What follows belongs to an exercise in optimizing a design on an open flow for small area, a short achievable clock period and few clock cycles; a production flow would make more cautious choices. No functional check of the RTL was part of this run. Power is estimated from default activity; no workload was simulated.

<file path="flow/config.mk">
export PLATFORM = sky130hd
export DESIGN_NAME = alu
export DESIGN_NICKNAME = alu
export VERILOG_FILES = /design/flow/design.v
export SDC_FILE = /design/flow/constraint.sdc
export NUM_CORES = 4
export LEC_CHECK = 0
export CAP_MARGIN = 20
export CORE_MARGIN = 2
export CORE_UTILIZATION = 40
export SLEW_MARGIN = 20
</file>
<file path="flow/constraint.sdc">
create_clock -name core_clock -period 9.0 [get_ports {i_clk}]
set_input_delay 1.8000 -clock core_clock [delete_from_list [all_inputs] [get_ports {i_clk}]]
set_output_delay 1.8000 -clock core_clock [all_outputs]
set_load 0.01 [all_outputs]
</file>
<file path="flow/design.v">
module alu #(
    parameter INT_W  = 4,
    parameter FRAC_W = 6,
    parameter INST_W = 4,
    parameter DATA_W = INT_W + FRAC_W
)(
    input                     i_clk,
    input                     i_rst_n,
    input                     i_valid,
    input signed [DATA_W-1:0] i_data_a,
    input signed [DATA_W-1:0] i_data_b,
    input        [INST_W-1:0] i_inst,
    output                    o_valid,
    output       [DATA_W-1:0] o_data
);  
parameter INST_SIGN_ADD = 4'b0000;
parameter INST_SIGN_SUB = 4'b0001;
parameter INST_SIGN_MUL = 4'b0010;
parameter INST_MAC = 4'b0011;
parameter INST_TANH = 4'b0100;
parameter INST_ORN = 4'b0101;
parameter INST_CLZ = 4'b0110;
parameter INST_CTZ = 4'b0111;
parameter INST_CPOP = 4'b1000;
parameter INST_ROL = 4'b1001;
parameter TANH_INTERS_1_X = 10'sb11_1010_0000;  
parameter TANH_INTERS_2_X = 10'sb11_1110_0000;  
parameter TANH_INTERS_3_X = 10'sb00_0010_0000;  
parameter TANH_INTERS_4_X = 10'sb00_0110_0000;  
parameter TANH_INTERS_1_Y = 10'sb11_1100_0000;  
parameter TANH_INTERS_2_Y = 10'sb11_1110_0000;  
parameter TANH_INTERS_3_Y = 10'sb00_0010_0000;  
parameter TANH_INTERS_4_Y = 10'sb00_0100_0000;  
reg i_valid_w, i_valid_r;
reg signed [DATA_W-1:0] o_data_w, o_data_r;
reg signed o_valid_w, o_valid_r;
reg signed [DATA_W-1:0] input_a, input_b;
wire signed [3*DATA_W-1:0] mul_data_w, mul_data_rounded;
wire signed [DATA_W-1:0] mul_data_final;
integer i;
wire signed [3*DATA_W-1:0] mac_w, mac_round;
wire signed [DATA_W-1:0] mac_final;
assign mul_data_w = i_data_a * i_data_b;
assign mul_data_rounded = (mul_data_w[5])? (mul_data_w+'sb100_0000)>>>6: (mul_data_w)>>>6; 
assign mul_data_final = (mul_data_rounded>10'sb01_1111_1111)? (10'sb01_1111_1111): 
                            ((mul_data_rounded<10'sb10_0000_0000)? 10'sb10_0000_0000:mul_data_rounded[9:0]);
assign mac_w = $signed((o_data_r+'sb0)<<<6) + $signed(input_a)*$signed(input_b);
assign mac_round = (mac_w[5])? (mac_w+'sb100_0000)>>>6: (mac_w)>>>6; 
assign mac_final = (mac_round>10'sb01_1111_1111)? (10'sb01_1111_1111): 
                            ((mac_round<10'sb10_0000_0000)? 10'sb10_0000_0000:mac_round[9:0]);
assign o_valid = o_valid_r;
assign o_data = o_data_r;
always@(*) begin
    i_valid_w = i_valid;
    o_data_w = o_data_r;
    o_valid_w = o_valid_r;
    if(o_valid_r) begin
        o_valid_w = 0;
    end
    if(i_valid_r) begin
        case(i_inst)
            INST_SIGN_ADD: begin
                if(i_data_a + i_data_b + 'sb0 > 10'sb01_1111_1111) begin  
                    o_data_w = 10'sb01_1111_1111;
                end
                else if (i_data_a + i_data_b + 'sb0 < 10'sb10_0000_0000) begin
                    o_data_w = 10'sb10_0000_0000;
                end
                else begin
                    o_data_w = i_data_a + i_data_b;
                end
                o_valid_w = 1;
            end
            INST_SIGN_SUB: begin
                if(i_data_a - i_data_b + 'sb0 > 10'sb01_1111_1111) begin  
                    o_data_w = 10'sb01_1111_1111;
                end
                else if (i_data_a - i_data_b + 'sb0 < 10'sb10_0000_0000) begin
                    o_data_w = 10'sb10_0000_0000;
                end
                else begin
                    o_data_w = i_data_a - i_data_b;
                end
                o_valid_w = 1;
            end
            INST_SIGN_MUL: begin
                o_data_w = mul_data_final;
                o_valid_w = 1;
            end
            INST_MAC: begin
                o_data_w = mac_final;
                o_valid_w = 1;
            end
            INST_TANH: begin
                if(i_data_a <= TANH_INTERS_1_X) begin
                    o_data_w = TANH_INTERS_1_Y;
                end
                else if(i_data_a > TANH_INTERS_1_X && i_data_a <= TANH_INTERS_2_X) begin
                    o_data_w = i_data_a[0]? ((i_data_a >>> 1) - 'sd16 + 'sd1):((i_data_a >>> 1) - 'sd16);
                end
                else if(i_data_a > TANH_INTERS_2_X && i_data_a <= TANH_INTERS_3_X) begin
                    o_data_w = i_data_a;
                end
                else if(i_data_a > TANH_INTERS_3_X && i_data_a <= TANH_INTERS_4_X) begin
                    o_data_w = i_data_a[0]? ((i_data_a >>> 1) + 'sd16 + 'sd1):((i_data_a >>> 1) + 'sd16);
                end
                else begin  
                    o_data_w = TANH_INTERS_4_Y;
                end
                o_valid_w = 1;
            end
            INST_ORN: begin
                o_data_w = i_data_a | ~i_data_b;
                o_valid_w = 1;
            end
            INST_CLZ: begin
                if(i_data_a[9] == 1) o_data_w = 0;
                else if(i_data_a[8] == 1) o_data_w = 1;
                else if(i_data_a[7] == 1) o_data_w = 2;
                else if(i_data_a[6] == 1) o_data_w = 3;
                else if(i_data_a[5] == 1) o_data_w = 4;
                else if(i_data_a[4] == 1) o_data_w = 5;
                else if(i_data_a[3] == 1) o_data_w = 6;
                else if(i_data_a[2] == 1) o_data_w = 7;
                else if(i_data_a[1] == 1) o_data_w = 8;
                else if(i_data_a[0] == 1) o_data_w = 9;
                else o_data_w = 10;
                o_valid_w = 1;
            end
            INST_CTZ: begin
                if(i_data_a[0] == 1) o_data_w = 0;
                else if(i_data_a[1] == 1) o_data_w = 1;
                else if(i_data_a[2] == 1) o_data_w = 2;
                else if(i_data_a[3] == 1) o_data_w = 3;
                else if(i_data_a[4] == 1) o_data_w = 4;
                else if(i_data_a[5] == 1) o_data_w = 5;
                else if(i_data_a[6] == 1) o_data_w = 6;
                else if(i_data_a[7] == 1) o_data_w = 7;
                else if(i_data_a[8] == 1) o_data_w = 8;
                else if(i_data_a[9] == 1) o_data_w = 9;
                else o_data_w = 10;
                o_valid_w = 1;
            end
            INST_CPOP: begin
                o_data_w = ((i_data_a[0]+i_data_a[1])+(i_data_a[2]+i_data_a[3]))+
                    (i_data_a[4]+i_data_a[5])+
                    ((i_data_a[6]+i_data_a[7])+(i_data_a[8]+i_data_a[9]));
                o_valid_w = 1;
            end
            INST_ROL: begin
                for(i=0; i<DATA_W; i=i+1) begin
                    o_data_w[i] = i_data_a[(i-i_data_b+DATA_W)%DATA_W];
                end
                o_valid_w = 1;
            end
            default: begin
            end
        endcase
    end
end
always@(posedge i_clk or negedge i_rst_n) begin
    if (!i_rst_n) begin
        o_data_r <= 0;
        o_valid_r <= 0;
        i_valid_r <= 0;
        input_a <= 0;
        input_b <= 0;
    end else begin
        o_data_r <= o_data_w;
        o_valid_r <= o_valid_w;
        i_valid_r <= i_valid_w;
        input_a <= i_data_a;
        input_b <= i_data_b;
    end
end
endmodule
</file>
<file path="flow/run.sh">
#!/bin/bash
# synth_recipe.tcl (not shown) runs the flow's synth.tcl, then flattens the netlist and writes it again
# the make line also repeats each setting of config.mk as NAME=value (left out here)
make -C /OpenROAD-flow-scripts/flow DESIGN_CONFIG=/design/flow/config.mk WORK_HOME=/design/flow/orfs CLKGATE_MAP_FILE= SYNTH_SCRIPT=/design/flow/synth_recipe.tcl finish
</file>
==> notes.md <==
- Outcome: no timing/DRC/antenna violations
- Reg area: 801 um2
- DP Wirelength: 73,100 um
- Slew HR: 38.3%
- Chip height: 259 um
- Die Wd: 259 um
- Mean routed wirelength per cell: 20.7 um
- Count of warnings emitted by yosys: 1
- Vias per inst: between 6 and 7
- Crit path DAT: 8930 ps
- Synth top area share: between 15 and 20%
- Pre-antenna DRT Iters: 7
- Starting Density: 40.5%
- Count leader, synth: nand2_1
- Net count after synthesis: 3,944
- CTS Buffer Depth: 2
- Synth area leaders: fa_1 (16%), ha_1 (8.4%), xnor2_1 (7.3%)
- Post-synth cell types: between 100 and 150
- Overall Power: 0.00974 W
- Ports: 38
- Max FO, Critical Path: 8
- Slew at the pin closest to its max-slew limit: 919 ps
- Cells after Synth: 3,538
- Dominant cell type by area after synthesis: fa_1
- Nets: slightly below 4,000
- Root buf cell: clkbuf_16
- P_leak: ~12 nW
- FILL cells: 6,680
- Share of layout cells above drive strength 1: 8.67%
- Routed Antenna Nets: 0
- List of most frequent post-synthesis cells: nand2_1 (331), nor2_1 (290), inv_1 (260), xnor2_1 (217), a21oi_1 (213)
- Drt total wl: 91,600 um
- Post-synth EDFFs: 0
- First-pass GRT wire length: 145,000 um
- Clock-pin slew on the worst setup and hold paths: 60 ps
- Total Routing Usage GR: 26.7%
- Seq/Total Area, Yosys: 3.07%
- Power Density: ~350 nW/um2
- Gr ovfl total: 0
- DRT iter0 DRCs: 2,866
- Hold-fix buffer count after cts: 0
- Hold Crit Class: reg -> reg
- Final-report setup violation count: 0
- WS Path Type: in -> reg
- Die ar.: 67,300 um2
- Worst skew pair latency: 290 ps
- RePlAce Congestion: between 1 and 1.5
- Yosys reg bits: 32
- Setup Slack @ Placement: -6.04 ps
- Post-Syn Area: 26,100 um2
- Worst hold slack: between 700 and 800 ps
- Htree depth: 2
- Tmin final: 8760 ps
- Crit end category: register
- Final Max Tran Viols: 0
- Area delta synth->final: 8.15%
- Worst path required time: 9170 ps
- Area of the multi-input gates: roughly 24,000 um2
- Syn Area/Cell: 7.37 um2
- Vias in the first global route: roughly 25,000
- TritonCTS clock tree: yes
- Row count: 93
- Largest net degree at the start of global routing: 57
- Period utilization: between 90% and 100%
- Final worst setup slack: approximately 240 ps
- Final design utilization: 43.8%
- Total CTS buffers: 5
- Initial antenna violation count: 0
- Fmax: 114 MHz
- Max_cap viols: 0
- DR vias: between 20,000 and 30,000
- Core area: 64,500 um2
- Final Hold Viols: 0
- Worst VDD drop: 0.361 mV
- CP startpoint kind: input port
- Max Clock Skew: 8.82 ps
- Drt drc: 0
- Synth Flop Type: dfrtp_1
- IO Port Bufs: 37
- Clk sinks: 32
- Async SR Flop Fraction: 100%
worst paths after layout:
check	from	endpoint	slack, ps	cells after the start
worst max-delay path	i_data_a[9]	o_data_r[5]	240	26
worst min-delay path	o_data_r[1]	o_data_r[1]	710	2
worst max register to register	input_a[9]	o_data_r[8]	1540	23
worst min register to register	o_data_r[1]	o_data_r[1]	710	2
max in group asynchronous	i_rst_n	o_data_r[1]	6890	1
min in group asynchronous	i_rst_n	i_valid_r	1600	1
through the flow:
stage                     area, um2  TNS [ps]  std cells
after floorplan               26100         0       3538
after CTS                     28200         0       4429
after detailed placement      28000     -6.04       4421
after global placement        28000         0       4421
final                         28200         0       4431
after global routing          28200     -37.6       4430
worst max-delay path, stage by stage:
cell and delay [ps]:
clkdlybuf4s50_1 540, buf_4 180, nand2_1 100, inv_1 140, fa_1 450, buf_4 180, fa_1 530, fa_1 440
fa_1 520, fa_1 520, ha_1 320, inv_1 130, o21bai_1 110, a21o_1 220, a21oi_1 180, nor2b_2 90
a211oi_4 290, mux2i_1 120, a31oi_1 150, o2111ai_1 130, a2111oi_2 480, a31oi_1 180, a211oi_1 430, a311oi_1 90
a2111o_1 400, a32o_1 210
power breakdown:
group          switching (W)  leakage [nW]  internal [W]
clock network      0.0000635        0.0712      0.000110
logic                0.00552          11.3       0.00380
registers          0.0000816         0.378      0.000170
total                0.00566          11.7       0.00408
cell usage in the layout (no fill, tap or decap), types with 34 or more instances in the layout:
cell type | synthesis | layout
and2_1 | 78 | 78
or3_1 | 35 | 35
ha_1 | 176 | 175
inv_1 | 260 | 260
nor3_1 | 115 | 115
nand3_1 | 110 | 110
nor2_1 | 290 | 290
o211ai_1 | 61 | 61
nand2_1 | 331 | 331
nand4_1 | 37 | 37
fa_1 | 203 | 203
a211oi_1 | 39 | 38
o21ai_0 | 169 | 168
mux2i_1 | 55 | 55
a21oi_1 | 213 | 213
xnor2_1 | 217 | 216
buf_4 | 7 | 164
nand2b_1 | 41 | 41
a21o_1 | 39 | 39
xor2_1 | 87 | 87
o21ai_1 | 35 | 35
a31oi_1 | 51 | 51
nor4_1 | 34 | 34
and3_1 | 37 | 37
final cells by class:
type | count | share of cell area, %
repair buffers | 205 | 5.78
diodes | 1 | 0.00887
clock buffers | 8 | 0.519
well taps | 855 | 3.79
inverters | 276 | 3.68
flip-flops and latches | 32 | 2.84
multi-input cells | 3054 | 83.4
per-layer routing:
metal	routed length (um)	GRT usage [%]	part of all wire (%)
met1	41000	38.1	45
met2	40800	42.5	45
met3	7310	3.22	8.0
met4	2500	6.80	2.7
met5	0	0	0
state kept, by name (all words and copies together), names as in the netlist:
signal	count
i_valid_r	1
input_a	10
input_b	10
o_data_r	10
o_valid_r	1
kinds of logic after synthesis:
family | count (synthesis) | synth area share (%)
flops | 32 | 3.07
buf+inv | 452 | 6.98
simple gates | 1224 | 22.9
mux | 70 | 2.93
compound gates | 1068 | 29.4
fa+ha+maj | 380 | 24.1
xor+xnor | 312 | 10.7
timing repair:
action / 4_1_cts / 5_1_grt
resized for setup: 0 / 9
endpoints found under the setup margin: 0 / 5
setup buffers: 0 / 1

## re-timing with driven ports
No port has a modelled driver above. Below, the same layout with a new extraction and two added sets of constraints. Step 1 assumes that a clkbuf_16 drives the clock port and a buf_2 every other input. Step 2, shift: input delay + t, output delay - t, t = (earliest + latest rising clock arrival at the registers) / 2. This alone moves slack from input paths to output paths. a / b / c = ideal ports / drivers / drivers and shift; a / b = the first two.
shift t [ns]: 0.328
setup WS [ns]: 0.243 / 0.264 / -0.063
latest minus earliest clock arrival (ns): 0.009 / 0.009
worst data-port slew with drivers (ns): 0.04
pins driven straight from the clock port: 1
Met with ideal ports but missed after step 2: setup timing in this run. The setup slack of this run moves by +0.021 ns with the drivers and by -0.306 ns with both steps.
